This design comes from an exercise in tuning for small area and a short achievable clock period on the open sky130 flow, not from production work. Function was not checked in any run shown here: the RTL went through the layout flow alone.

`flow/run.sh`:
```
#!/bin/bash
# The standard layout (the standard.sh, unchanged synthesis and steps).
# Only difference: the port buffers that global placement inserts on every
# input and output use sky130_fd_sc_hd__buf_2 instead of the resizer's pick.
cp standard.sh standard.sh.txt
export BUFFER_PORTS_ARGS="-buffer_cell sky130_fd_sc_hd__buf_2"
bash standard.sh > standard.log 2>&1
```
`standard.sh`:
```
#!/bin/bash
# synth_recipe.tcl (not shown) runs the flow's synth.tcl, then flattens the netlist and writes it again
# the make line also repeats each setting of config.mk as NAME=value (left out here)
make -C /OpenROAD-flow-scripts/flow DESIGN_CONFIG=/design/flow/config.mk WORK_HOME=/design/flow/orfs CLKGATE_MAP_FILE= SYNTH_SCRIPT=/design/flow/synth_recipe.tcl "${@:-finish}"
```
`config.mk`:
```
export PLATFORM = sky130hd
export DESIGN_NAME = uart_circle_area
export DESIGN_NICKNAME = uart_circle_area
export VERILOG_FILES = /design/flow/design.v
export SDC_FILE = /design/flow/constraint.sdc
export NUM_CORES = 4
export LEC_CHECK = 0
export ABC_AREA = 1
export CAP_MARGIN = 20
export CORE_MARGIN = 2
export CORE_UTILIZATION = 40
export CTS_CLUSTER_DIAMETER = 150
export CTS_CLUSTER_SIZE = 40
export SLEW_MARGIN = 20
export SYNTH_HIERARCHICAL = 1
```
`constraint.sdc`:
```
create_clock -name core_clock -period 24.0 [get_ports {clock}]
set_input_delay 4.8000 -clock core_clock [delete_from_list [all_inputs] [get_ports {clock}]]
set_output_delay 4.8000 -clock core_clock [all_outputs]
set_load 0.01 [all_outputs]
```
`design.v`:
```
module uart_circle_area (
  input         clock,
  input         reset,
  input         rx_i,
  output [7:0]  rx_data,
  output [31:0] area_o,
  output reg    rx_data_valid,
  output reg    rx_error
);
  localparam IDLE = 4'b0000, CHECK_STOP = 4'b0001, ERROR = 4'b0010;
  reg [3:0]  state;
  reg [7:0]  shift;
  reg [17:0] acc;
  reg [2:0]  vg;
  wire       in_data = state[3];
  wire [2:0] cnt     = state[2:0];
  wire       in_cs   = (state == CHECK_STOP);
  wire       in_idle = (state == IDLE);
  always @(posedge clock) begin
    if (reset) begin
      state <= IDLE;
      shift <= 8'd0;
      rx_data_valid <= 1'b0;
      vg <= 3'b000;
      rx_error <= 1'b0;
    end else begin
      rx_error <= (state == ERROR);
      rx_data_valid <= in_cs ? rx_i : (in_idle & rx_data_valid);
      vg[0] <= in_cs ? rx_i : (in_idle & vg[0]);
      vg[1] <= in_cs ? rx_i : (in_idle & vg[1]);
      vg[2] <= in_cs ? rx_i : (in_idle & vg[2]);
      if (in_data) begin
        shift <= {rx_i, shift[7:1]};
        state <= (cnt == 3'd7) ? CHECK_STOP : state + 4'd1;
      end else if (in_cs) begin
        state <= rx_i ? IDLE : ERROR;
      end else if (in_idle) begin
        if (!rx_i) state <= 4'b1000;
      end else begin
        if (rx_i) state <= IDLE;
      end
    end
  end
  wire [7:0] mask = {cnt != 3'd0, cnt > 3'd1, cnt > 3'd2, cnt > 3'd3,
                     cnt > 3'd4, cnt > 3'd5, cnt > 3'd6, 1'b0};
  wire [7:0] sp   = shift & mask;
  wire [6:0] ahi  = (cnt == 3'd0) ? 7'd0 : acc[17:11];
  wire [8:0] sum;
  wire [8:2] sc;
  assign sum[0] = ahi[0];
  assign sum[1] = ahi[1] ^ sp[1];
  assign sc[2]  = ahi[1] & sp[1];
  genvar gi;
  generate
    for (gi = 2; gi < 7; gi = gi + 1) begin : g_sadd
      kmul_fa u_fa (.a(ahi[gi]), .b(sp[gi]), .ci(sc[gi]), .s(sum[gi]), .co(sc[gi+1]));
    end
  endgenerate
  assign sum[7] = ~(sp[7] ^ sc[7]);
  assign sum[8] = sp[7] | sc[7];
  wire [17:0] area;
  wire [15:0] s = acc[17:2];
  wire s1 = s[12] ^ s[8];
  wire c2 = s[12] & s[8];
  wire s3 = s[13] ^ s[9];
  wire c4 = s[13] & s[9];
  wire s5, c6;
  kmul_fa u_s5 (.a(s[14]), .b(s[10]), .ci(s[7]), .s(s5), .co(c6));
  wire s7, c8;
  kmul_fa u_s7 (.a(s[15]), .b(s[11]), .ci(s[8]), .s(s7), .co(c8));
  wire s9 = s[12] ^ s[9];
  wire c10 = s[12] & s[9];
  wire s11 = s[13] ^ s[10];
  wire c12 = s[13] & s[10];
  wire s13 = s[14] ^ s[11];
  wire c14 = s[14] & s[11];
  wire s15 = s[15] ^ s[12];
  wire c16 = s[15] & s[12];
  wire s17 = s[15] ^ s[4];
  wire c18 = s[15] & s[4];
  wire s19 = s[7] ^ s[3];
  wire c20 = s[7] & s[3];
  wire s21 = s[8] ^ s[4];
  wire c22 = s[8] & s[4];
  wire s23, c24;
  kmul_fa u_s23 (.a(s[9]), .b(s[5]), .ci(s[2]), .s(s23), .co(c24));
  wire s25, c26;
  kmul_fa u_s25 (.a(s[10]), .b(s[6]), .ci(s[3]), .s(s25), .co(c26));
  wire s27, c28;
  kmul_fa u_s27 (.a(s[11]), .b(s[7]), .ci(s[4]), .s(s27), .co(c28));
  wire s29, c30;
  kmul_fa u_s29 (.a(s[5]), .b(s[0]), .ci(s1), .s(s29), .co(c30));
  wire s31, c32;
  kmul_fa u_s31 (.a(s[6]), .b(s3), .ci(c2), .s(s31), .co(c32));
  wire s33, c34;
  kmul_fa u_s33 (.a(s[2]), .b(s5), .ci(c4), .s(s33), .co(c34));
  wire s35, c36;
  kmul_fa u_s35 (.a(s[3]), .b(s7), .ci(c6), .s(s35), .co(c36));
  wire s37, c38;
  kmul_fa u_s37 (.a(s[4]), .b(s9), .ci(c8), .s(s37), .co(c38));
  wire s39, c40;
  kmul_fa u_s39 (.a(s[5]), .b(s11), .ci(c10), .s(s39), .co(c40));
  wire s41, c42;
  kmul_fa u_s41 (.a(s[6]), .b(s13), .ci(c12), .s(s41), .co(c42));
  wire s43, c44;
  kmul_fa u_s43 (.a(s[7]), .b(s15), .ci(c14), .s(s43), .co(c44));
  wire s45, c46;
  kmul_fa u_s45 (.a(s[13]), .b(s[8]), .ci(c16), .s(s45), .co(c46));
  wire s47 = s[14] ^ s[9];
  wire c48 = s[14] & s[9];
  wire s49 = s[15] ^ s[10];
  wire c50 = s[15] & s[10];
  wire s51 = s[13] ^ s[2];
  wire c52 = s[13] & s[2];
  wire s53 = s[12] ^ s[14];
  wire c54 = ~s[12] & s[14];
  wire s55, c56;
  kmul_fa u_s55 (.a(~s[13]), .b(s[0]), .ci(s17), .s(s55), .co(c56));
  wire s57, c58;
  kmul_fa u_s57 (.a(~s[14]), .b(s[5]), .ci(c18), .s(s57), .co(c58));
  wire s59, c60;
  kmul_fa u_s59 (.a(~s[15]), .b(s[6]), .ci(s[2]), .s(s59), .co(c60));
  wire s61, c62;
  kmul_fa u_s61 (.a(1'b1), .b(s[0]), .ci(s19), .s(s61), .co(c62));
  wire s63, c64;
  kmul_fa u_s63 (.a(1'b1), .b(s21), .ci(c20), .s(s63), .co(c64));
  wire s65, c66;
  kmul_fa u_s65 (.a(1'b1), .b(s23), .ci(c22), .s(s65), .co(c66));
  wire s67, c68;
  kmul_fa u_s67 (.a(~s[0]), .b(s25), .ci(c24), .s(s67), .co(c68));
  wire s69, c70;
  kmul_fa u_s69 (.a(1'b1), .b(s27), .ci(c26), .s(s69), .co(c70));
  wire s71, c72;
  kmul_fa u_s71 (.a(~s[2]), .b(s29), .ci(c28), .s(s71), .co(c72));
  wire s73, c74;
  kmul_fa u_s73 (.a(~s[3]), .b(s31), .ci(c30), .s(s73), .co(c74));
  wire s75, c76;
  kmul_fa u_s75 (.a(~s[4]), .b(s33), .ci(c32), .s(s75), .co(c76));
  wire s77, c78;
  kmul_fa u_s77 (.a(~s[5]), .b(s35), .ci(c34), .s(s77), .co(c78));
  wire s79, c80;
  kmul_fa u_s79 (.a(~s[6]), .b(s37), .ci(c36), .s(s79), .co(c80));
  wire s81, c82;
  kmul_fa u_s81 (.a(~s[7]), .b(s39), .ci(c38), .s(s81), .co(c82));
  wire s83, c84;
  kmul_fa u_s83 (.a(~s[8]), .b(s41), .ci(c40), .s(s83), .co(c84));
  wire s85, c86;
  kmul_fa u_s85 (.a(~s[9]), .b(s43), .ci(c42), .s(s85), .co(c86));
  wire s87, c88;
  kmul_fa u_s87 (.a(~s[10]), .b(s45), .ci(c44), .s(s87), .co(c88));
  wire s89, c90;
  kmul_fa u_s89 (.a(~s[11]), .b(s47), .ci(c46), .s(s89), .co(c90));
  wire s91, c92;
  kmul_fa u_s91 (.a(~s[12]), .b(s49), .ci(c48), .s(s91), .co(c92));
  wire s93, c94;
  kmul_fa u_s93 (.a(~s[13]), .b(s[11]), .ci(c50), .s(s93), .co(c94));
  wire s95 = s[14] ^ s[12];
  wire c96 = ~s[14] & s[12];
  wire s97 = s[15] ^ s[13];
  wire c98 = ~s[15] & s[13];
  wire p99 = s[9] ^ s[11];
  wire g100 = ~s[9] & s[11];
  wire p101 = s53 ^ c52;
  wire g102 = ~s53 & c52;
  wire p103 = s55 ^ c54;
  wire g104 = s55 & c54;
  wire p105 = s57 ^ c56;
  wire g106 = s57 & c56;
  wire p107 = s59 ^ c58;
  wire g108 = s59 & c58;
  wire p109 = s61 ^ c60;
  wire g110 = s61 & c60;
  wire p111 = s63 ^ c62;
  wire g112 = s63 & c62;
  wire p113 = s65 ^ c64;
  wire g114 = s65 & c64;
  wire p115 = s67 ^ c66;
  wire g116 = s67 & c66;
  wire p117 = s69 ^ c68;
  wire g118 = s69 & c68;
  wire p119 = s71 ^ c70;
  wire g120 = s71 & c70;
  wire p121 = s73 ^ c72;
  wire g122 = s73 & c72;
  wire p123 = s75 ^ c74;
  wire g124 = s75 & c74;
  wire p125 = s77 ^ c76;
  wire g126 = s77 & c76;
  wire p127 = s79 ^ c78;
  wire g128 = s79 & c78;
  wire p129 = s81 ^ c80;
  wire g130 = s81 & c80;
  wire p131 = s83 ^ c82;
  wire g132 = s83 & c82;
  wire p133 = s85 ^ c84;
  wire g134 = s85 & c84;
  wire p135 = s87 ^ c86;
  wire g136 = s87 & c86;
  wire p137 = s89 ^ c88;
  wire g138 = s89 & c88;
  wire p139 = s91 ^ c90;
  wire g140 = s91 & c90;
  wire p141 = s93 ^ c92;
  wire g142 = s93 & c92;
  wire p143 = s95 ^ c94;
  wire g144 = ~s95 & c94;
  wire p145 = s97 ^ c96;
  wire g146 = ~s97 & c96;
  wire p147 = s[14] ^ c98;
  wire g148 = ~s[14] & c98;
  wire p149 = s[15] ^ s[14];
  wire g150 = ~s[15] & s[14];
  wire G151 = g100 | (~p99 & ~s[8]);
  wire P152 = ~p99 & s[8];
  wire G153 = ~s[10] & G151;
  wire P154 = ~s[10] & P152;
  wire G155 = s51 | (~s51 & G153);
  wire P156 = ~s51 & P154;
  wire G157 = g102 | (~p101 & G155);
  wire P158 = ~p101 & P156;
  wire G159 = g104 | (p103 & G157);
  wire P160 = p103 & P158;
  wire G161 = g106 | (p105 & G159);
  wire P162 = p105 & P160;
  wire G163 = g108 | (p107 & G161);
  wire P164 = p107 & P162;
  wire G165 = g110 | (p109 & G163);
  wire P166 = p109 & P164;
  wire G167 = g112 | (p111 & G165);
  wire P168 = p111 & P166;
  wire G169 = g114 | (p113 & G167);
  wire P170 = p113 & P168;
  wire G171 = g116 | (p115 & G169);
  wire P172 = p115 & P170;
  wire G173 = g118 | (p117 & G171);
  wire P174 = p117 & P172;
  wire G175 = g122 | (p121 & g120);
  wire P176 = p121 & p119;
  wire G177 = g126 | (p125 & g124);
  wire P178 = p125 & p123;
  wire G179 = g130 | (p129 & g128);
  wire P180 = p129 & p127;
  wire G181 = g134 | (p133 & g132);
  wire P182 = p133 & p131;
  wire G183 = g138 | (p137 & g136);
  wire P184 = p137 & p135;
  wire G185 = g142 | (p141 & g140);
  wire P186 = p141 & p139;
  wire G187 = g146 | (~p145 & g144);
  wire P188 = ~p145 & ~p143;
  wire G189 = g150 | (~p149 & g148);
  wire P190 = ~p149 & ~p147;
  wire G191 = G175 | (P176 & G173);
  wire P192 = P176 & P174;
  wire G193 = G179 | (P180 & G177);
  wire P194 = P180 & P178;
  wire G195 = G183 | (P184 & G181);
  wire P196 = P184 & P182;
  wire G197 = G187 | (P188 & G185);
  wire P198 = P188 & P186;
  wire G199 = G193 | (P194 & G191);
  wire P200 = P194 & P192;
  wire G201 = G197 | (P198 & G195);
  wire P202 = P198 & P196;
  wire G203 = G201 | (P202 & G199);
  wire P204 = P202 & P200;
  wire G205 = G195 | (P196 & G199);
  wire P206 = P196 & P200;
  wire G207 = G177 | (P178 & G191);
  wire P208 = P178 & P192;
  wire G209 = G181 | (P182 & G199);
  wire P210 = P182 & P200;
  wire G211 = G185 | (P186 & G205);
  wire P212 = P186 & P206;
  wire G213 = G189 | (P190 & G203);
  wire P214 = P190 & P204;
  wire G215 = g120 | (p119 & G173);
  wire P216 = p119 & P174;
  wire G217 = g124 | (p123 & G191);
  wire P218 = p123 & P192;
  wire G219 = g128 | (p127 & G207);
  wire P220 = p127 & P208;
  wire G221 = g132 | (p131 & G199);
  wire P222 = p131 & P200;
  wire G223 = g136 | (p135 & G209);
  wire P224 = p135 & P210;
  wire G225 = g140 | (p139 & G205);
  wire P226 = p139 & P206;
  wire G227 = g144 | (~p143 & G211);
  wire P228 = ~p143 & P212;
  wire G229 = g148 | (~p147 & G203);
  wire P230 = ~p147 & P204;
  wire x231 = p115 ^ G169;
  wire x232 = p117 ^ G171;
  wire x233 = p119 ^ G173;
  wire x234 = p121 ^ G215;
  wire x235 = p123 ^ G191;
  wire x236 = p125 ^ G217;
  wire x237 = p127 ^ G207;
  wire x238 = p129 ^ G219;
  wire x239 = p131 ^ G199;
  wire x240 = p133 ^ G221;
  wire x241 = p135 ^ G209;
  wire x242 = p137 ^ G223;
  wire x243 = p139 ^ G205;
  wire x244 = p141 ^ G225;
  wire x245 = ~p143 ^ G211;
  wire x246 = ~p145 ^ G227;
  wire x247 = ~p147 ^ G203;
  wire x248 = ~p149 ^ G229;
  assign area = {x248, x247, x246, x245, x244, x243, x242, x241, x240, x239, x238, x237, x236, x235, x234, x233, x232, x231};
  wire [17:0] keep = in_cs ? area : acc;
  wire [8:0]  hi0  = in_data ? {2'b00, ahi} : keep[17:9];
  wire [8:0]  lo   = in_data ? acc[10:2] : keep[8:0];
  wire        take = in_data & rx_i;
  always @(posedge clock)
    acc <= {take ? sum : hi0, lo};
  assign rx_data = shift;
  assign area_o  = {14'd0, acc & {{6{vg[2]}}, {6{vg[1]}}, {6{vg[0]}}}};
endmodule
module kmul_fa(input a, input b, input ci, output s, output co);
  assign s  = a ^ b ^ ci;
  assign co = (a & b) | (a & ci) | (b & ci);
endmodule
```
==> qor.yml, run 1 <==
status: "finished clean"
netlist_instances: 399
dp_hpwl_mm: 6.31
yosysTopAreaCell: "fa_1"
drtIter0Drc: 97
drc_errors: 0
grt_pass1_wl_mm: 13.7
cts.path.max_buffers: 2
hold_ws_ns: 0.459
maxSlewViolCount: 0
placement_rows: 35
grt_start_max_net_pins: 29
finClkSkew_ns: 0.00757
cp_data_required_time_ns: 19.20
clk_latency_ns: 0.29
yosys-top-cells-count: "nand2_1, fa_1, inv_1"
layout-drive-gt1-share: 0.145
synthMostInstantiatedCell: "nand2_1"
cp.arrival_ns: 1.19
track_usage: 0.171
fp.dieH_um: 100
crit_fanout: 7
drt-total-wl_mm: 7.78
tightest_slew_ns: 0.524
synthArstFlopShare: 0
yosys_register_bits: 35
fmax_mhz: 167
fin_cells: 544
synth_area_um2: 3710
design.core.area_um2: 9110
reg2reg_slack_ns: 19.08
path_clk_slew_ns: 0.08
ys_seq_area_frac: 0.237
gr-total-overflow: 0
die_w_um: 100
vias: 2660
synth_cell_types: 37
initial_core_util: 0.408
ant_nets: 0
cts_tree: "done"
postSynthAreaPerCell_um2: 9.30
crit_path_end_kind: "output pin"
port_buffers: 30
postCtsSetupRepairBufs: 0
antenna-diode-count: 0
synth_top_area_frac: 0.264
worstSetupStartpointType: "flip-flop"
rsz0062_at_grt: "no"
hp-class: "flip-flop to flip-flop"
ctsResizeCount: 0
viasPerCell: 4.89
final_nets: 529
gp_congestion: 0.890
cts_root_buffer: "clkbuf_8"
h-tree-depth: 2
tns_ns: 0
die_area_um2: 10100
wl_per_cell_um: 14.3
max-cap-violations: 0
firstDrtPassIters: 4
antenna_found_initial: 0
dp.cells: 536
worst_slew_margin_rel: 0.650
cts_hold_buf: 0
yosys-top-cells-area: "fa_1, ha_1, edfxtp_1"
area_growth_syn_to_layout_pct: 9.03
synth_flop_cell: "edfxtp_1"
synth-edff-count: 18
grt_pass1_vias: 2769
clock_sinks: 35
cts_buffers: 5
worstSetupPathType: "flip-flop to output pin"
finalSetupViolCount: 0
num_io_pins: 45
yosysWarnings: 7
finalCriticalPeriod_ns: 5.99
hold_viol: 0
min_period_over_period: 0.250
[per-stage QoR]
stage                     worst slack, ns  utilization  cell area (µm²)
after detailed placement            18.18        0.432             3940
after CTS                           17.99        0.444             4050
after global placement              18.22        0.432             3940
after floorplan                     18.42            -             3770
after global routing                17.93        0.444             4050
final                               18.01        0.444             4050
[worst max-delay path: stages (launching register included)]
cell and delay, ns:
edfxtp_1 0.59, nand2_1 0.14, inv_1 0.04, buf_2 0.13
[cells in the final DEF, fill, tap and decap left out, types with 8 or more instances in the layout]
cell,n
buf_2,30
nor2_1,25
conb_1,18
fa_1,49
edfxtp_1,18
xnor2_1,8
inv_2,10
o21ai_1,12
nand2_1,87
inv_1,49
a21oi_1,15
ha_1,45
dfxtp_1,17
[path summary, 6_finish.rpt]
kind | from | end | cells past startpoint
hold reg to reg | shift[0] | shift[0] | 2
hold / removal | shift[0] | shift[0] | 2
setup / recovery | acc[7] | area_o[7] | 3
setup reg to reg | acc[6] | acc[17] | 31
[per-module statistics from Yosys (local to each module, per instance)]
module            cell area, µm²  times used  flops+latches  cells
kmul_fa                     20.0          39              0      1
uart_circle_area            2930           1             35    360
[final cells by class]
cell class / count / area, µm²
clock buffers: 6 / 93.8
clock inverters: 2 / 17.5
fillers: 896 / 5060
inverters: 59 / 221
multi-input cells: 300 / 2540
flip-flops and latches: 35 / 881
well taps: 111 / 139
repair buffers: 31 / 158
[sequential cells by signal, summed over array words and instances (netlist names)]
register	flops
shift	8
rx_data_valid	1
vg	3
rx_error	1
state	4
acc	18
[kinds of logic after synthesis]
group	Yosys count	share of synthesized area
AOI/OAI and AO/OA	44	0.0708
xor gates and xnor gates	8	0.0189
adders and majority gates	94	0.416
buffers and inverters	80	0.0954
DFF	35	0.237
muxes	1	0.00303
other	2	0.00202
and+or+nand+nor	135	0.157
[routing by layer]
metal  wire [µm]  global-route usage
met3         217              0.0286
met5           0                   0
met2        4060               0.306
met1        3460               0.220
met4          49              0.0285
==> run 2, diff against run 1 <==
--- a/config.mk
+++ b/config.mk
@@ -10,6 +10,4 @@
 export CORE_MARGIN = 2
 export CORE_UTILIZATION = 40
-export CTS_CLUSTER_DIAMETER = 150
-export CTS_CLUSTER_SIZE = 40
 export SLEW_MARGIN = 20
 export SYNTH_HIERARCHICAL = 1
==> run 2 against run 1 <==
  * Still clean
  * Sequential share of layout area unchanged
  * Non-clock buffer count unchanged
  * Via count unchanged
  * Final cell count unchanged
  * Design area unchanged
  * Global-route usage unchanged
  * Critical path type unchanged
  * Largest cell class unchanged
==> qor.yml, run 2 <==
synthMuxAreaShare: 0.00303  # unchanged
multiInputGateArea_um2: 2540  # unchanged
cp_slowest_cell: "edfxtp_1"
synth_flop_cell: "edfxtp_1"
yosys_register_bits: 35  # unchanged
grt_start_max_net_pins: 29  # unchanged
use_met3: 0.0286  # unchanged
drt-total-wl_mm: 7.78  # unchanged
fp.dieH_um: 100  # unchanged
synth_cell_types: 37  # unchanged
cts_tree: "done"
viasPerCell: 4.89  # unchanged
initial_core_util: 0.408  # unchanged
largest_reg_flops: 18  # unchanged
top_usage_layer: "met2"
clock_sinks: 35  # unchanged
rsz0062_at_grt: "no"
cpPeakStageDelay_ns: 0.59  # about the same
worstRegToRegCells: 31  # unchanged
worstSetupStartpointType: "flip-flop"
use_met2: 0.306  # unchanged
maxSlewViolCount: 0  # unchanged
h-tree-depth: 2  # unchanged
tns_ns: 0  # unchanged
firstDrtPassIters: 4  # unchanged
yosysTopAreaCell: "fa_1"
stdcell_area_um2: 4050  # unchanged
port_buffers: 30  # unchanged
cp.depth: 3  # unchanged
yosysWarnings: 7  # unchanged
status: "finished clean"
die_area_um2: 10100  # unchanged
yosys.area_share.simple: 0.157  # unchanged
synthMostInstantiatedCell: "nand2_1"
antenna_found_initial: 0  # unchanged
crit_path_end_kind: "output pin"
synth_xor_area_frac: 0.0189  # unchanged
fmax_mhz: 167  # unchanged
final_util: 0.444  # unchanged
grtUsageMet1: 0.220  # unchanged
synth_top_family_by_area: "adder cells"
wl_per_cell_um: 14.3  # unchanged
synth_compound_area_frac: 0.0708  # unchanged
gr-total-overflow: 0  # unchanged
die_w_um: 100  # unchanged
num_io_pins: 45  # unchanged
final_common_cell: "nand2_1"
max-cap-violations: 0  # unchanged
postCtsSetupRepairBufs: 0  # unchanged
synth-edff-count: 18  # unchanged
finClkSkew_ns: 0.00757  # unchanged
synth_adder_area_share: 0.416  # unchanged
gp_congestion: 0.890  # unchanged
placement_rows: 35  # unchanged
cts_root_buffer: "clkbuf_8"
path_clk_slew_ns: 0.08  # about the same
drc_errors: 0  # unchanged
finalSetupViolCount: 0  # unchanged
cts.path.max_buffers: 2  # unchanged
critPathBufInv: 2  # unchanged
netlist_instances: 399  # unchanged
synth_area_um2: 3710  # unchanged
postSynthAreaPerCell_um2: 9.30  # unchanged
worstSetupPathType: "flip-flop to output pin"
fin_cells: 544  # unchanged
dp.cells: 536  # unchanged
layout-drive-gt1-share: 0.145  # unchanged
largestRegisters: "acc x18, shift x8, state x4"
cts_hold_buf: 0  # unchanged
cts_buffers: 5  # unchanged
crit_chain: "nand2_1 > inv_1 > buf_2"
ctsResizeCount: 0  # unchanged
grt_pass1_vias: 2769  # unchanged
vias: 2660  # unchanged
cp_data_required_time_ns: 19.20  # about the same
clk_latency_ns: 0.29  # about the same
yosys-top-cells-area: "fa_1, ha_1, edfxtp_1"
synth_top_area_frac: 0.264  # unchanged
top_register: "acc"
finalCriticalPeriod_ns: 5.99  # unchanged
hold_viol: 0  # unchanged
tightest_slew_ns: 0.524  # unchanged
synthArstFlopShare: 0  # unchanged
drtIter0Drc: 97  # unchanged
track_usage: 0.171  # unchanged
path_delay_family: "flip-flops"
placed_cell_area_um2: 3940  # unchanged
min_period_over_period: 0.250  # unchanged
ys_seq_area_frac: 0.237  # unchanged
design.core.area_um2: 9110  # unchanged
crit_fanout: 7  # unchanged
cp.arrival_ns: 1.19  # about the same
final_cell_mix: "nand2_1, inv_1, fa_1"
yosys-top-cells-count: "nand2_1, fa_1, inv_1"
min_path_cells: 2  # unchanged
fillers: 896  # unchanged
hp-class: "flip-flop to flip-flop"
ant_nets: 0  # unchanged
area_growth_syn_to_layout_pct: 9.03  # unchanged
final_nets: 529  # unchanged
grt_pass1_wl_mm: 13.7  # unchanged
worst_slew_margin_rel: 0.650  # unchanged
seq_area_um2: 881  # unchanged
antenna-diode-count: 0  # unchanged
dp_hpwl_mm: 6.31  # unchanged
run 2: final cells by class:
class,instances,area share
clock buffer,6,0.0232
inverter,59,0.0547
timing repair buffer,31,0.0389
sequential,35,0.218
multi-input combinational,300,0.627
clock inverter,2,0.00433
tap,111,0.0343
run 2: logic make-up (layout without fill, tap and decap cells):
logic type,Yosys count,count (layout)
adder cells (fa/ha/maj),94,94
AND/OR/NAND/NOR,135,135
multiplexers,1,1
flip-flops,35,35
other,2,18
XOR/XNOR,8,8
AO/OA/AOI/OAI,44,44
buffers and inverters,80,98
run 2: per-module statistics from Yosys (local to each module, per instance):
module / flip-flops and latches / times used
kmul_fa: 0 / 39
uart_circle_area: 35 / 1
run 2: worst reg2reg max path: cells and delay by family, from the launching register on:
family,cells,cell delay (ns)
AO/OA/AOI/OAI,1,0.08
AND/OR/NAND/NOR,24,1.76
adder cells (fa/ha/maj),6,2.31
flip-flops,1,0.55
run 2: worst paths after layout:
path | slack [ns] | endpoint | start
min | 0.46 | shift[0] | shift[0]
max reg2reg | 19.08 | acc[17] | acc[6]
min reg2reg | 0.46 | shift[0] | shift[0]
max | 18.01 | area_o[7] | acc[7]
run 2: per-layer routing:
metal	vias up	part of all wire
met1	1300	0.44
met2	44	0.52
met5	-	0
met3	7	0.028
met4	0	0.0063
li1	1309	-
run 2: through the flow:
stage | hold slack (ns) | setup slack, ns
floorplan | 0.483 | 18.42
global placement | 0.450 | 18.22
detailed placement | 0.450 | 18.18
CTS | 0.462 | 17.99
global route | 0.509 | 17.93
finish | 0.459 | 18.01
==> run 3, diff against run 2 <==
--- a/config.mk
+++ b/config.mk
@@ -9,5 +9,6 @@
 export CAP_MARGIN = 20
 export CORE_MARGIN = 2
-export CORE_UTILIZATION = 40
+export CORE_UTILIZATION = 80
+export PLACE_DENSITY = 0.9
 export SLEW_MARGIN = 20
 export SYNTH_HIERARCHICAL = 1
==> run 3 against run 2 <==
  * Still clean on timing, DRC and antenna
  * Sequential share of layout area up 0.47 points
  * Count of clock-buffer cells in the layout unchanged
  * Fmax about the same
  * Wire length up 11%
  * Sequential cell count unchanged
  * Synthesized area unchanged
  * Synthesized cell count unchanged
  * Largest cell class unchanged
==> qor.yml, run 3 <==
track_usage: 0.370  # +0.200
yosys_register_bits: 35  # unchanged
die_w_um: 72.1  # -28%
drc_errors: 0  # unchanged
tns_ns: 0  # unchanged
synthMostInstantiatedCell: "nand2_1"
die_area_um2: 5200  # -48%
num_io_pins: 45  # unchanged
drt-total-wl_mm: 8.65  # +11%
yosysTopAreaCell: "fa_1"
synth_flop_cell: "edfxtp_1"
finalSetupViolCount: 0  # unchanged
yosys-top-cells-area: "fa_1, ha_1, edfxtp_1"
yosys-top-cells-count: "nand2_1, fa_1, inv_1"
grt_pass1_vias: 3111  # +12%
largest_reg_flops: 18  # unchanged
critPathBufInv: 2  # unchanged
largestRegisters: "acc x18, shift x8, state x4"
placed_cell_area_um2: 3850  # -2.1%
cp_data_required_time_ns: 19.20  # about the same
fp.dieH_um: 72.1  # -28%
cpPeakStageDelay_ns: 0.59  # about the same
cts_tree: "done"
port_buffers: 30  # unchanged
ant_nets: 0  # unchanged
finalCriticalPeriod_ns: 5.99  # -0.00110 ns
hold_viol: 0  # unchanged
synth_area_um2: 3710  # unchanged
final_cell_mix: "nand2_1, inv_1, fa_1"
finClkSkew_ns: 0.00846  # +0.000888 ns
hold_ws_ns: 0.460  # +0.00158 ns
area_growth_syn_to_layout_pct: 6.74
worstSetupPathType: "flip-flop to output pin"
fin_cells: 484  # -11%
clock_sinks: 35  # unchanged
worstSetupStartpointType: "flip-flop"
firstDrtPassIters: 6  # +2
crit_path_end_kind: "output pin"
postCtsSetupRepairBufs: 0  # unchanged
tightest_slew_ns: 1.05  # +0.528 ns
cts_root_buffer: "clkbuf_8"
postSynthAreaPerCell_um2: 9.30  # unchanged
layout-drive-gt1-share: 0.144  # -0.00198
gp_congestion: 0.890  # about the same
path_delay_family: "flip-flops"
h-tree-depth: 2  # unchanged
wl_per_cell_um: 17.9  # +25%
clk_latency_ns: 0.30  # about the same
cts_hold_buf: 0  # unchanged
design.core.area_um2: 4410  # -52%
placement_rows: 24  # -31%
synthArstFlopShare: 0  # unchanged
rsz0062_at_grt: "no"
hp-class: "flip-flop to flip-flop"
grt_pass1_wl_mm: 14.4  # +5.3%
viasPerCell: 6.05  # +24%
dp.cells: 476  # -11%
worst_slew_margin_rel: 0.298  # -0.352
status: "finished clean"
drtIter0Drc: 293  # +200%
synth_cell_types: 37  # unchanged
crit_fanout: 7  # unchanged
initial_core_util: 0.841  # +0.433
cp_slowest_cell: "edfxtp_1"
stdcell_area_um2: 3960  # -2.1%
crit_chain: "nand2_1 > inv_1 > buf_2"
path_clk_slew_ns: 0.08  # about the same
yosysWarnings: 7  # unchanged
fmax_mhz: 167  # about the same
ys_seq_area_frac: 0.237  # unchanged
dp_hpwl_mm: 6.41  # +1.5%
gr-total-overflow: 0  # unchanged
antenna-diode-count: 0  # unchanged
ctsResizeCount: 0  # unchanged
grt_start_max_net_pins: 29  # unchanged
vias: 2928  # +10%
cts.path.max_buffers: 2  # unchanged
min_period_over_period: 0.250  # about the same
synth-edff-count: 18  # unchanged
synth_top_area_frac: 0.264  # unchanged
cp.arrival_ns: 1.19  # about the same
final_nets: 528  # -0.19%
maxSlewViolCount: 0  # unchanged
cts_buffers: 5  # unchanged
antenna_found_initial: 0  # unchanged
max-cap-violations: 0  # unchanged
netlist_instances: 399  # unchanged
final_common_cell: "nand2_1"
top_register: "acc"
## run 3: cell counts after synthesis
Identical to the previous run, type by type.
## run 3: worst paths after layout
path | startpoint | to | slack [ns] | cells after the start
worst max-delay path | acc[7] | area_o[7] | 18.01 | 3
worst min-delay path | shift[0] | shift[0] | 0.46 | 2
worst max register to register | acc[6] | acc[17] | 18.83 | 31
worst min register to register | shift[0] | shift[0] | 0.46 | 2
## run 3: area by class of cell
cell class,count,area [µm²]
Multi-Input combinational cell,300,2540
Clock buffer,6,93.8
Sequential cell,35,881
Timing Repair Buffer,30,150
Clock inverter,2,13.8
Fill cell,205,452
Tap cell,52,65.1
Inverter,59,221
## run 3: per-stage QoR
stage,utilization,setup slack [ns]
floorplan,-,18.42
detailed placement,0.873,18.12
CTS,0.898,18.00
global placement,0.873,18.18
global route,0.898,17.93
finish,0.898,18.01
## run 3: cell families after synthesis
| logic type | share of synthesized area |
|---|---|
| AOI/OAI and AO/OA | 0.0708 |
| xor gates and xnor gates | 0.0189 |
| adders and majority gates | 0.416 |
| buffers and inverters | 0.0954 |
| DFF | 0.237 |
| muxes | 0.00303 |
| other | 0.00202 |
| and+or+nand+nor | 0.157 |
## run 3: metal layers
metal  part of all wire  wire length [µm]  vias to the layer above  track usage
met5                  0                 0                        -            0
met4              0.035               301                        0        0.176
met3              0.086               742                       42       0.0736
met2               0.50              4320                      182        0.615
met1               0.38              3290                     1404        0.469
li1                   -                 -                     1300            -
## run 3: worst register-to-register path: cells and delay by family, from the launching register on
kind            cells  cell delay, ns
fa+ha+maj           6            2.41
simple gates       24            1.87
flops               1            0.57
compound gates      1            0.09
## run 3: Yosys stat by module, one instance, submodules excluded
module            area [µm²]  flip-flops and latches  copies in the design  cells inside
kmul_fa                 20.0                       0                    39             1
uart_circle_area        2930                      35                     1           360
==> run 4, diff against run 3 <==
--- a/config.mk
+++ b/config.mk
@@ -9,6 +9,6 @@
 export CAP_MARGIN = 20
 export CORE_MARGIN = 2
-export CORE_UTILIZATION = 80
-export PLACE_DENSITY = 0.9
+export CORE_UTILIZATION = 65
+export PLACE_DENSITY = 0.75
 export SLEW_MARGIN = 20
 export SYNTH_HIERARCHICAL = 1
==> run 4 against run 3 <==
  * Still clean
  * Sequential share of layout area decreased by 0.21 points
  * Synthesized area unchanged
  * Clock skew decreased by 0.0047 ns
  * Register-to-register slack improved by 0.18 ns
  * Setup slack got worse by 0.0040 ns
  * Hold slack improved by 0.012 ns
  * Final cell count increased by 4.3%
  * Critical path depth unchanged
  * Die area increased by 22%
  * Critical endpoint is now area_o[13]
  * Largest cell class unchanged
==> qor.yml, run 4 <==
fmax_mhz: 167  # about the same
critPathBufInv: 2  # unchanged
path_delay_family: "flip-flops"
final_common_cell: "nand2_1"
track_usage: 0.278  # -0.0923
grt_pass1_wl_mm: 13.1  # -8.7%
cpPeakStageDelay_ns: 0.59  # about the same
crit_path_end_kind: "output pin"
clk_latency_ns: 0.30  # about the same
crit_chain: "nand2_1 > inv_1 > buf_2"
synth_cell_types: 37  # unchanged
finalCriticalPeriod_ns: 6.00  # +0.00400 ns
hp-class: "flip-flop to flip-flop"
rsz0062_at_grt: "no"
tightest_slew_ns: 0.517  # -0.535 ns
yosys-top-cells-count: "nand2_1, fa_1, inv_1"
synth_top_area_frac: 0.264  # unchanged
cp_data_required_time_ns: 19.20  # about the same
ant_nets: 0  # unchanged
drc_errors: 0  # unchanged
die_w_um: 79.6  # +10%
netlist_instances: 399  # unchanged
tns_ns: 0  # unchanged
yosys_register_bits: 35  # unchanged
ys_seq_area_frac: 0.237  # unchanged
antenna-diode-count: 0  # unchanged
cts_tree: "done"
path_clk_slew_ns: 0.07  # about the same
gr-total-overflow: 0  # unchanged
synthMostInstantiatedCell: "nand2_1"
grt_pass1_vias: 2765  # -11%
placement_rows: 27  # +13%
finalSetupViolCount: 0  # unchanged
cts.path.max_buffers: 2  # unchanged
cts_buffers: 5  # unchanged
fp.dieH_um: 79.6  # +10%
vias: 2699  # -7.8%
worstSetupPathType: "flip-flop to output pin"
worst_slew_margin_rel: 0.655  # +0.357
grt_start_max_net_pins: 29  # unchanged
ctsResizeCount: 0  # unchanged
postCtsSetupRepairBufs: 0  # unchanged
cp_slowest_cell: "edfxtp_1"
postSynthAreaPerCell_um2: 9.30  # unchanged
antenna_found_initial: 0  # unchanged
maxSlewViolCount: 0  # unchanged
design.core.area_um2: 5510  # +25%
yosys-top-cells-area: "fa_1, ha_1, edfxtp_1"
firstDrtPassIters: 4  # -2
area_growth_syn_to_layout_pct: 7.75
initial_core_util: 0.674  # -0.167
gp_congestion: 0.838  # -5.9%
cp.arrival_ns: 1.20  # about the same
yosysWarnings: 7  # unchanged
status: "finished clean"
fillers: 434  # +110%
final_util: 0.726  # -0.171
largestRegisters: "acc x18, shift x8, state x4"
viasPerCell: 5.34  # -12%
largest_reg_flops: 18  # unchanged
die_area_um2: 6330  # +22%
final_cell_mix: "nand2_1, inv_1, fa_1"
dp_hpwl_mm: 6.13  # -4.4%
final_nets: 529  # +0.19%
crit_fanout: 7  # unchanged
worstSetupStartpointType: "flip-flop"
finClkSkew_ns: 0.00377  # -0.00469 ns
synthArstFlopShare: 0  # unchanged
cts_hold_buf: 0  # unchanged
cts_root_buffer: "clkbuf_8"
drtIter0Drc: 122  # -58%
num_io_pins: 45  # unchanged
drt-total-wl_mm: 7.66  # -11%
synth_flop_cell: "edfxtp_1"
synth-edff-count: 18  # unchanged
port_buffers: 30  # unchanged
hold_ws_ns: 0.472  # +0.0118 ns
top_register: "acc"
yosysTopAreaCell: "fa_1"
h-tree-depth: 2  # unchanged
layout-drive-gt1-share: 0.145  # +0.00198
hold_viol: 0  # unchanged
clock_sinks: 35  # unchanged
max-cap-violations: 0  # unchanged
synth_area_um2: 3710  # unchanged
min_period_over_period: 0.250  # about the same
wl_per_cell_um: 15.2  # -15%
run 4: cell count changes in the layout (fill, tap and decap cells not counted):
cell,delta
clkbuf_8,+1
buf_4,+1
clkinv_4,-1
run 4: final cells by class:
| type | count | area, µm² | share of cell area |
|---|---|---|---|
| clock buffer | 7 | 108 | 0.0269 |
| sequential | 35 | 881 | 0.220 |
| clock inverter | 1 | 5.00 | 0.00125 |
| tap | 72 | 90.1 | 0.0225 |
| multi-input combinational | 300 | 2540 | 0.634 |
| timing repair buffer | 31 | 158 | 0.0394 |
| inverter | 59 | 221 | 0.0554 |
run 4: worst min-delay path, delay by kind of cell (launching register included):
family	cells	cell delay, ns
AOI/OAI and AO/OA	1	0.05
DFF	1	0.31
and+or+nand+nor	1	0.06
run 4: per-module statistics from Yosys (local to each module, per instance):
| module | times used | area [µm²] |
|---|---|---|
| uart_circle_area | 1 | 2930 |
| kmul_fa | 39 | 20.0 |
run 4: logic make-up (layout without fill, tap and decap cells):
family	after synthesis	after routing	synth area share
AOI/OAI and AO/OA	44	44	0.0708
xor gates and xnor gates	8	8	0.0189
adders and majority gates	94	94	0.416
buffers and inverters	80	98	0.0954
DFF	35	35	0.237
muxes	1	1	0.00303
other	2	18	0.00202
and+or+nand+nor	135	135	0.157
run 4: final timing paths:
path                                from    endpoint  slack [ns]  cells past startpoint
worst max-delay path             acc[13]  area_o[13]       18.00                      3
worst min-delay path            shift[0]    shift[0]        0.47                      2
worst max register to register   acc[17]     acc[17]       19.01                     31
worst min register to register  shift[0]    shift[0]        0.47                      2
run 4: routing by layer:
metal | up-vias | GRT usage | part of all wire
li1 | 1304 | - | -
met1 | 1312 | 0.357 | 0.44
met2 | 68 | 0.468 | 0.50
met3 | 15 | 0.0486 | 0.044
met4 | 0 | 0.110 | 0.021
met5 | - | 0 | 0
run 4: stage by stage:
step,cells,area (µm²),setup slack (ns)
final,505,4000,18.00
after global routing,505,4000,17.91
after CTS,505,4000,17.99
after detailed placement,497,3890,18.15
after global placement,497,3890,18.21
after floorplan,415,3770,18.42
==> run 5, diff against run 4 <==
==> flow/run.sh (replaced) <==
#!/bin/bash
# The standard layout (the standard.sh: unchanged synthesis and steps) with
# two differences:
# - the port buffers that global placement puts on every input and output are
#   sky130_fd_sc_hd__buf_2 instead of the resizer's pick;
# - the resizer's setup repair (floorplan, CTS, global route) aims for 18 ns of
#   slack at the design's 24 ns clock, so it also shortens paths that already
#   meet 24 ns. The SDC and the clock period are the standard flow's, unchanged.
cp standard.sh standard.sh.txt
export BUFFER_PORTS_ARGS="-buffer_cell sky130_fd_sc_hd__buf_2"
export SETUP_SLACK_MARGIN=18
bash standard.sh > standard.log 2>&1
--- a/config.mk
+++ b/config.mk
@@ -9,6 +9,5 @@
 export CAP_MARGIN = 20
 export CORE_MARGIN = 2
-export CORE_UTILIZATION = 65
-export PLACE_DENSITY = 0.75
+export CORE_UTILIZATION = 40
 export SLEW_MARGIN = 20
 export SYNTH_HIERARCHICAL = 1
==> run 5 against run 4 <==
  * Clock skew is 0.0039 ns higher
  * Core utilization is 26 points lower
  * Sequential cell count stayed put
  * First-iteration DRC count is 3.3% lower
  * Still clean
  * Hold slack worse by 0.013 ns
==> qor.yml, run 5 <==
drc_errors: 0  # unchanged
cts_buffers: 5  # unchanged
port_buffers: 30  # unchanged
antenna_found_initial: 0  # unchanged
largest_reg_flops: 18  # unchanged
top_register: "acc"
worstSetupStartpointType: "flip-flop"
synth_flop_cell: "edfxtp_1"
design.core.area_um2: 9110  # +65%
synthMostInstantiatedCell: "nand2_1"
cp_data_required_time_ns: 19.20  # about the same
finalSetupViolCount: 0  # unchanged
fp.dieH_um: 100  # +26%
cpPeakStageDelay_ns: 0.56  # -0.03 ns
path_clk_slew_ns: 0.08  # about the same
crit_fanout: 6  # -1
dp.cells: 536  # +7.8%
dp_hpwl_mm: 6.31  # +3.0%
clk_latency_ns: 0.30  # about the same
viasPerCell: 4.83  # -9.6%
initial_core_util: 0.408  # -0.267
netlist_instances: 399  # unchanged
num_io_pins: 45  # unchanged
cts_root_buffer: "clkbuf_8"
track_usage: 0.171  # -0.107
yosys_register_bits: 35  # unchanged
yosys-top-cells-area: "fa_1, ha_1, edfxtp_1"
placement_rows: 35  # +30%
cts_tree: "done"
synth_area_um2: 3710  # unchanged
maxSlewViolCount: 0  # unchanged
gr-total-overflow: 0  # unchanged
finalCriticalPeriod_ns: 5.94  # -0.0549 ns
status: "finished clean"
fillers: 887  # +100%
die_w_um: 100  # +26%
layout-drive-gt1-share: 0.190  # +0.0449
clock_sinks: 35  # unchanged
final_common_cell: "nand2_1"
gp_congestion: 0.890  # +6.3%
ys_seq_area_frac: 0.237  # unchanged
postSynthAreaPerCell_um2: 9.30  # unchanged
wl_per_cell_um: 14.0  # -7.5%
hp-class: "flip-flop to flip-flop"
vias: 2743  # +1.6%
min_period_over_period: 0.248  # -0.00229
antenna-diode-count: 0  # unchanged
area_growth_syn_to_layout_pct: 13.9
final_nets: 553  # +4.5%
path_delay_family: "flip-flops"
drtIter0Drc: 118  # -3.3%
synth_top_area_frac: 0.264  # unchanged
rsz0062_at_grt: "no"
max-cap-violations: 0  # unchanged
worstSetupPathType: "flip-flop to output pin"
grt_pass1_wl_mm: 13.7  # +4.1%
largestRegisters: "acc x18, shift x8, state x4"
ant_nets: 0  # unchanged
finClkSkew_ns: 0.00768  # +0.00391 ns
drt-total-wl_mm: 7.96  # +4.0%
cts.path.max_buffers: 2  # unchanged
yosys-top-cells-count: "nand2_1, fa_1, inv_1"
cp.arrival_ns: 1.14  # -0.06 ns
cp_slowest_cell: "edfxtp_1"
yosysTopAreaCell: "fa_1"
final_cell_mix: "nand2_1, inv_1, fa_1"
crit_chain: "nand2_1 > inv_1 > buf_2"
tns_ns: 0  # unchanged
firstDrtPassIters: 4  # unchanged
yosysWarnings: 7  # unchanged
synth-edff-count: 18  # unchanged
h-tree-depth: 2  # unchanged
fmax_mhz: 168  # +0.92%
tightest_slew_ns: 0.525  # +0.00771 ns
worst_slew_margin_rel: 0.650  # -0.00515
cts_hold_buf: 0  # unchanged
synth_cell_types: 37  # unchanged
synthArstFlopShare: 0  # unchanged
grt_pass1_vias: 2771  # +0.22%
critPathBufInv: 2  # unchanged
die_area_um2: 10100  # +59%
crit_path_end_kind: "output pin"
fin_cells: 568  # +12%
grt_start_max_net_pins: 29  # unchanged
hold_viol: 0  # unchanged
[run 5: through the flow]
step	worst slack [ns]	cell area, µm²	hold WS (ns)	utilization
2_1_floorplan	18.42	3770	0.483	-
3_3_place_gp	18.22	3940	0.450	0.432
3_5_place_dp	18.18	3940	0.450	0.432
4_1_cts	18.00	4060	0.462	0.445
5_1_grt	18.00	4230	0.509	0.464
6_report	18.06	4230	0.459	0.464
[run 5: layer usage]
layer  track usage  vias to the layer above  share of wire
met5             0                        -              0
met4        0.0285                        0         0.0045
met3        0.0286                        5          0.031
met2         0.306                       39           0.53
met1         0.220                     1344           0.44
li1              -                     1355              -
[run 5: cells by family (layout without fill, tap and decap cells)]
kind of cell,Yosys count,after routing,share of synthesized area
xor+xnor,8,8,0.0189
simple gates,135,135,0.157
buf+inv,80,122,0.0954
mux,1,1,0.00303
flops,35,35,0.237
other cells,2,18,0.00202
fa+ha+maj,94,94,0.416
compound gates,44,44,0.0708
[run 5: final timing paths]
| check | depth (start not counted) | to | from | slack [ns] |
|---|---|---|---|---|
| min | 2 | shift[0] | shift[0] | 0.46 |
| min reg2reg | 2 | shift[0] | shift[0] | 0.46 |
| max | 3 | area_o[10] | acc[10] | 18.06 |
| max reg2reg | 32 | acc[17] | acc[17] | 19.00 |
[run 5: timing repair]
action                     in CTS  in global routing
resized for setup               0                  0
setup endpoints to repair       1                 12
buffers inserted                1                 23
hold endpoints to repair        0                  0
[run 5: modules after synthesis, one instance, submodules excluded]
module / flops+latches / cell area [µm²] / cells inside / times used
uart_circle_area: 35 / 2930 / 360 / 1
kmul_fa: 0 / 20.0 / 1 / 39
[run 5: area by class of cell]
cell class	instances	area, µm²	area share
sequential	35	881	0.208
multi-input combinational	300	2540	0.600
clock buffer	6	93.8	0.0222
tap	111	139	0.0328
clock inverter	2	17.5	0.00414
timing repair buffer	55	338	0.0799
inverter	59	221	0.0524
[run 5: worst reg2reg max path: cells and delay by family (launching register included)]
kind                     cells  cell delay [ns]
adder cells (fa/ha/maj)      6             2.22
AND/OR/NAND/NOR             24             1.75
flip-flops                   1             0.52
buffers and inverters        1             0.20
AO/OA/AOI/OAI                1             0.08
==> run 6, diff against run 5 <==
==> flow/run.sh (replaced) <==
#!/bin/bash
# The standard layout (the standard.sh: unchanged synthesis and steps) with
# two differences:
# - the port buffers that global placement puts on every input and output are
#   sky130_fd_sc_hd__buf_2 instead of the resizer's pick;
# - the resizer's setup repair (floorplan, CTS, global route) aims for 18.4 ns of
#   slack at the design's 24 ns clock, so it also shortens paths that already
#   meet 24 ns. The SDC and the clock period are the standard flow's, unchanged.
cp standard.sh standard.sh.txt
export BUFFER_PORTS_ARGS="-buffer_cell sky130_fd_sc_hd__buf_2"
export SETUP_SLACK_MARGIN=18.4
bash standard.sh > standard.log 2>&1
==> run 6 against run 5 <==
  * Still clean
  * Fmax up 2.2%
  * Core utilization up 0.22 points
  * Design area up 0.47%
  * Register-to-register slack worse by 0.06 ns
  * Setup slack better by 0.13 ns
  * Clock skew up 0.00060 ns
  * Non-clock buffer count down 1
  * Critical path type unchanged
  * Highest routed layer unchanged
==> qor.yml, run 6 <==
yosys_register_bits: 35  # unchanged
grtUsageMet1: 0.221  # +0.000445
wl_per_cell_um: 14.4  # +3.0%
cts_hold_buf: 0  # unchanged
gr-total-overflow: 0  # unchanged
drt-total-wl_mm: 8.19  # +2.8%
h-tree-depth: 2  # unchanged
placement_rows: 35  # unchanged
worstSetupStartpointType: "flip-flop"
port_buffers: 30  # unchanged
area_growth_syn_to_layout_pct: 14.4
crit_path_end_kind: "output pin"
fp.dieH_um: 100  # unchanged
num_io_pins: 45  # unchanged
vias: 2751  # +0.29%
initial_core_util: 0.408  # unchanged
synth_top_area_frac: 0.264  # unchanged
yosys-top-cells-count: "nand2_1, fa_1, inv_1"
final_util: 0.466  # +0.00220
status: "finished clean"
worstSetupPathType: "flip-flop to output pin"
hold_viol: 0  # unchanged
placed_cell_area_um2: 3940  # unchanged
yosysTopAreaCell: "fa_1"
cp.arrival_ns: 1.01  # -0.13 ns
critPathLaunch: "acc[14]"
use_met3: 0.0292  # +0.000696
dp.cells: 536  # unchanged
grt_start_max_net_pins: 29  # unchanged
track_usage: 0.178  # +0.00680
top_register: "acc"
ant_nets: 0  # unchanged
ys_seq_area_frac: 0.237  # unchanged
clk_latency_ns: 0.29  # about the same
synthArstFlopShare: 0  # unchanged
design.core.area_um2: 9110  # unchanged
antenna-diode-count: 0  # unchanged
drc_errors: 0  # unchanged
r2r_start: "acc[17]"
finalSetupViolCount: 0  # unchanged
largestRegisters: "acc x18, shift x8, state x4"
finClkSkew_ns: 0.00828  # +0.000600 ns
gp_congestion: 0.890  # unchanged
synth_flop_cell: "edfxtp_1"
hp-class: "flip-flop to flip-flop"
netlist_instances: 399  # unchanged
clock_sinks: 35  # unchanged
cts_tree: "done"
viasPerCell: 4.85  # +0.47%
finalCriticalPeriod_ns: 5.81  # -0.130 ns
synthMostInstantiatedCell: "nand2_1"
firstDrtPassIters: 5  # +1
final_cell_mix: "nand2_1, inv_1, fa_1"
path_clk_slew_ns: 0.09  # about the same
worst_slew_margin_rel: 0.647  # -0.00322
hp-start: "shift[0]"
maxSlewViolCount: 0  # unchanged
drtIter0Drc: 140  # +19%
die_w_um: 100  # unchanged
synth_area_um2: 3710  # unchanged
cts_root_buffer: "clkbuf_8"
grt_pass1_wl_mm: 14.1  # +2.9%
hold_ws_ns: 0.459  # -0.0000270 ns
max-cap-violations: 0  # unchanged
postSynthAreaPerCell_um2: 9.30  # unchanged
top_usage_layer: "met2"
grt_pass1_vias: 2869  # +3.5%
fin_ws_ns: 18.19  # +0.130 ns
largest_reg_flops: 18  # unchanged
stdcell_area_um2: 4250  # +0.47%
min_period_over_period: 0.242  # -0.00542
crit_fanout: 2  # -4
final_common_cell: "nand2_1"
tightest_slew_ns: 0.529  # +0.00482 ns
rsz0062_at_grt: "yes"
pre_cts_ws_ns: 18.18  # unchanged
cp_data_required_time_ns: 19.20  # about the same
fin_cells: 567  # -0.18%
synth-edff-count: 18  # unchanged
tns_ns: 0  # unchanged
synth_cell_types: 37  # unchanged
cts.path.max_buffers: 2  # unchanged
final_nets: 552  # -0.18%
layout-drive-gt1-share: 0.206  # +0.0158
die_area_um2: 10100  # unchanged
antenna_found_initial: 0  # unchanged
yosys-top-cells-area: "fa_1, ha_1, edfxtp_1"
yosysWarnings: 7  # unchanged
fmax_mhz: 172  # +2.2%
cts_buffers: 5  # unchanged
dp_hpwl_mm: 6.31  # unchanged
use_met2: 0.323  # +0.0170
[run 6: cell types whose count changed in the layout (fill, tap and decap cells not counted)]
cell / previous run / this run
buf_6: 0 / 2
buf_2: 30 / 28
dfxtp_1: 17 / 9
dfxtp_4: 0 / 2
buf_4: 25 / 24
dfxtp_2: 0 / 6
[run 6: Yosys stat by module, one instance, submodules excluded]
| module | copies in the design | flops+latches | cell area [µm²] | cells |
|---|---|---|---|---|
| uart_circle_area | 1 | 35 | 2930 | 360 |
| kmul_fa | 39 | 0 | 20.0 | 1 |
[run 6: cells by family after synthesis]
family          share of synthesized area
compound gates                     0.0708
xor+xnor                           0.0189
other cells                       0.00202
flops                               0.237
mux                               0.00303
simple gates                        0.157
fa+ha+maj                           0.416
buf+inv                            0.0954
[run 6: routing by layer]
metal	share of wire	wire [µm]
met2	0.52	4280
met1	0.43	3560
met4	0.016	129
met3	0.026	216
met5	0	0
[run 6: path summary, 6_finish.rpt]
kind	end	cells after the start	slack [ns]
setup / recovery	area_o[14]	3	18.19
hold reg to reg	shift[0]	2	0.46
hold / removal	shift[0]	2	0.46
setup reg to reg	acc[17]	33	18.94
[run 6: repair_timing]
| action | in CTS | in global routing |
|---|---|---|
| gates cloned | 0 | 0 |
| setup buffers | 18 | 5 |
| gates resized for setup | 10 | 2 |
| setup endpoints to repair | 23 | 23 |
| endpoints found under the hold margin | 0 | 0 |
| pin swaps | 17 | 4 |
[run 6: area by class of cell]
class / count / area (µm²)
Fill cell: 886 / 4860
Sequential cell: 35 / 896
Timing Repair Buffer: 54 / 343
Clock inverter: 2 / 17.5
Inverter: 59 / 221
Tap cell: 111 / 139
Multi-Input combinational cell: 300 / 2540
Clock buffer: 6 / 93.8
[run 6: critical path, cell delays in order (launching register included)]
cell and delay, ns:
edfxtp_1 0.46, nand2_1 0.10, inv_1 0.04, buf_2 0.13
==> run 7, diff against run 6 <==
==> flow/run.sh (replaced) <==
#!/bin/bash
# The standard layout (the standard.sh: unchanged synthesis and steps) with
# two differences:
# - the port buffers that global placement puts on every input and output are
#   sky130_fd_sc_hd__buf_2 instead of the resizer's pick;
# - clock tree synthesis may put all 35 flip-flops in one sink cluster, uses
#   clkbuf_16 buffers and no dummy loads, so the tree is shallow.
cp standard.sh standard.sh.txt
export BUFFER_PORTS_ARGS="-buffer_cell sky130_fd_sc_hd__buf_2"
export CTS_ARGS="-sink_clustering_enable -repair_clock_nets -sink_clustering_size 64 -sink_clustering_max_diameter 400 -buf_list sky130_fd_sc_hd__clkbuf_16 -root_buf sky130_fd_sc_hd__clkbuf_16 -dont_use_dummy_load"
bash standard.sh > standard.log 2>&1
==> run 7 against run 6 <==
  * Design area is 4.4% lower
  * Fmax is 2.3% lower
  * Critical path depth stayed put
  * Wire length is 4.4% lower
  * Critical endpoint is now area_o[7]
==> qor.yml, run 7 <==
yosys-top-cells-count: "nand2_1, fa_1, inv_1"
rsz0062_at_grt: "no"
stdcell_area_um2: 4060  # -4.4%
cts_buffers: 5  # unchanged
path_clk_slew_ns: 0.06  # -0.03 ns
worstSetupPathType: "flip-flop to output pin"
synthMuxAreaShare: 0.00303  # unchanged
dp_hpwl_mm: 6.31  # unchanged
largestRegisters: "acc x18, shift x8, state x4"
synth_compound_area_frac: 0.0708  # unchanged
wl_met1_mm: 3.47  # -2.6%
crit_path_end_kind: "output pin"
cts_tree: "done"
met2WireLength_mm: 4.09  # -4.5%
worst_slew_margin_rel: 0.644  # -0.00269
finalCriticalPeriod_ns: 5.95  # +0.140 ns
die_w_um: 100  # unchanged
synth_cell_types: 37  # unchanged
final_util: 0.446  # -0.0205
maxSlewViolCount: 0  # unchanged
cts_root_buffer: "clkbuf_16"
synth_adder_area_share: 0.416  # unchanged
status: "finished clean"
final_nets: 529  # -4.2%
top_layer: "met4"
min_period_over_period: 0.248  # +0.00583
cp.arrival_ns: 1.15  # +0.14 ns
die_area_um2: 10100  # unchanged
cpPeakStageDelay_ns: 0.58  # +0.12 ns
ant_nets: 0  # unchanged
num_io_pins: 45  # unchanged
fmax_mhz: 168  # -2.3%
synth_xor_area_frac: 0.0189  # unchanged
synthMostInstantiatedCell: "nand2_1"
critPathBufInv: 2  # unchanged
netlist_instances: 399  # unchanged
cp_slowest_cell: "edfxtp_1"
grt_pass1_vias: 2751  # -4.1%
synth-edff-count: 18  # unchanged
ys_seq_area_frac: 0.237  # unchanged
max-cap-violations: 0  # unchanged
gr-total-overflow: 0  # unchanged
wl_per_cell_um: 14.5  # +0.15%
layout-drive-gt1-share: 0.140  # -0.0666
track_usage: 0.172  # -0.00564
grt_start_max_net_pins: 29  # unchanged
hp-class: "flip-flop to flip-flop"
synthArstFlopShare: 0  # unchanged
h-tree-depth: 2  # unchanged
synth_area_um2: 3710  # unchanged
drtIter0Drc: 95  # -32%
placed_cell_area_um2: 3940  # unchanged
synth_top_family_by_area: "adder cells"
drt-total-wl_mm: 7.82  # -4.4%
route.met3.wl_um: 231  # +6.9%
postCtsSetupRepairBufs: 0  # -18
drc_errors: 0  # unchanged
hold_ws_ns: 0.456  # -0.00288 ns
firstDrtPassIters: 4  # -1
yosys.area_share.simple: 0.157  # unchanged
synth_top_area_frac: 0.264  # unchanged
area_growth_syn_to_layout_pct: 9.40
vias: 2636  # -4.2%
clk_latency_ns: 0.28  # about the same
largest_reg_flops: 18  # unchanged
hold_viol: 0  # unchanged
synth_flop_cell: "edfxtp_1"
gp_congestion: 0.890  # unchanged
worstSetupStartpointType: "flip-flop"
final_common_cell: "nand2_1"
viasPerCell: 4.87  # +0.42%
design.core.area_um2: 9110  # unchanged
fp.dieH_um: 100  # unchanged
finClkSkew_ns: 0.0106  # +0.00235 ns
cts_hold_buf: 0  # unchanged
placement_rows: 35  # unchanged
cts.path.max_buffers: 2  # unchanged
ctsResizeCount: 0  # -10
finalSetupViolCount: 0  # unchanged
yosysWarnings: 7  # unchanged
yosys-top-cells-area: "fa_1, ha_1, edfxtp_1"
postSynthAreaPerCell_um2: 9.30  # unchanged
antenna-diode-count: 0  # unchanged
yosysTopAreaCell: "fa_1"
antenna_found_initial: 0  # unchanged
tightest_slew_ns: 0.533  # +0.00402 ns
yosys_register_bits: 35  # unchanged
crit_chain: "nand2_1 > inv_1 > buf_2"
final_cell_mix: "nand2_1, inv_1, fa_1"
grt_pass1_wl_mm: 13.7  # -2.8%
crit_fanout: 7  # +5
clock_sinks: 35  # unchanged
fillers: 897  # +1.2%
top_register: "acc"
tns_ns: 0  # unchanged
path_delay_family: "flip-flops"
initial_core_util: 0.408  # unchanged
port_buffers: 30  # unchanged
cp_data_required_time_ns: 19.20  # about the same
## run 7: cell counts after synthesis
Identical to the previous run, type by type.
## run 7: area by class of cell
type	instances	area, µm²	share of cell area
multi-input combinational	300	2540	0.625
sequential	35	881	0.217
inverter	59	221	0.0545
timing repair buffer	31	158	0.0388
tap	111	139	0.0342
clock buffer	5	125	0.0308
## run 7: metal layers
layer  track usage  vias up
met5             0        -
met4        0.0285        0
met3        0.0306        4
met2         0.306       33
met1         0.222     1293
li1              -     1306
## run 7: per-stage QoR
stage               setup slack, ns  cells
global route                  17.97    541
CTS                           18.02    541
global placement              18.22    536
finish                        18.05    541
floorplan                     18.42    415
detailed placement            18.18    536
## run 7: cell families (layout without fill, tap and decap cells)
family | after synthesis | after routing
and+or+nand+nor | 135 | 135
adders and majority gates | 94 | 94
buffers and inverters | 80 | 95
AOI/OAI and AO/OA | 44 | 44
DFF | 35 | 35
xor gates and xnor gates | 8 | 8
other | 2 | 18
muxes | 1 | 1
## run 7: final timing paths
path | startpoint | end | slack (ns) | cells past startpoint
worst min-delay path | shift[0] | shift[0] | 0.46 | 2
worst max-delay path | acc[7] | area_o[7] | 18.05 | 3
worst max register to register | acc[6] | acc[17] | 19.05 | 31
worst min register to register | shift[0] | shift[0] | 0.46 | 2
## run 7: worst min-delay path, stage by stage, from the launching register on
cell	delay [ns]
dfxtp_1	0.30
nand2_1	0.06
a21oi_1	0.05
## run 7: modules after synthesis (local to each module, per instance)
module,cells,flops+latches
kmul_fa,1,0
uart_circle_area,360,35

==> port drivers added, routing unchanged <==
In the flow no input, the clock included, has a driving cell. The finished layouts below were timed again as built, in two steps. Step 1 (the two cells are an assumption about what drives the block):
set clk [get_ports {clock}]
set_driving_cell -lib_cell sky130_fd_sc_hd__clkbuf_16 $clk
set_driving_cell -lib_cell sky130_fd_sc_hd__buf_2 [delete_from_list [all_inputs] $clk]
Step 2, shift: input delay + t, output delay - t, t = (earliest + latest rising clock arrival at the registers) / 2. This alone moves slack from input paths to output paths. Three values: ideal ports, drivers, drivers and shift; two values: the first two.
run | shift t [ns] | setup slack, ns | hold WS [ns] | worst setup path after step 2 | latest minus earliest clock arrival (ns)
run 1 | 0.321 | 18.005 / 17.975 / 18.166 | 0.459 / 0.459 / 0.459 | input to register | 0.008 / 0.008
run 2 | 0.321 | 18.005 / 17.975 / 18.166 | 0.459 / 0.459 / 0.459 | input to register | 0.008 / 0.008
run 3 | 0.327 | 18.006 / 17.976 / 18.070 | 0.460 / 0.460 / 0.460 | input to register | 0.008 / 0.009
run 4 | 0.328 | 18.002 / 17.973 / 18.152 | 0.472 / 0.472 / 0.472 | input to register | 0.004 / 0.004
run 5 | 0.322 | 18.057 / 18.027 / 18.167 | 0.459 / 0.459 / 0.459 | input to register | 0.008 / 0.007
run 6 | 0.321 | 18.187 / 18.157 / 18.165 | 0.459 / 0.459 / 0.459 | input to register | 0.008 / 0.008
run 7 | 0.304 | 18.047 / 18.014 / 18.155 | 0.456 / 0.456 / 0.456 | input to register | 0.011 / 0.010
After both steps setup and hold are still met in every run listed. The setup slack of run 6, which loses most, moves by -0.030 ns with the drivers and by -0.022 ns with both steps.
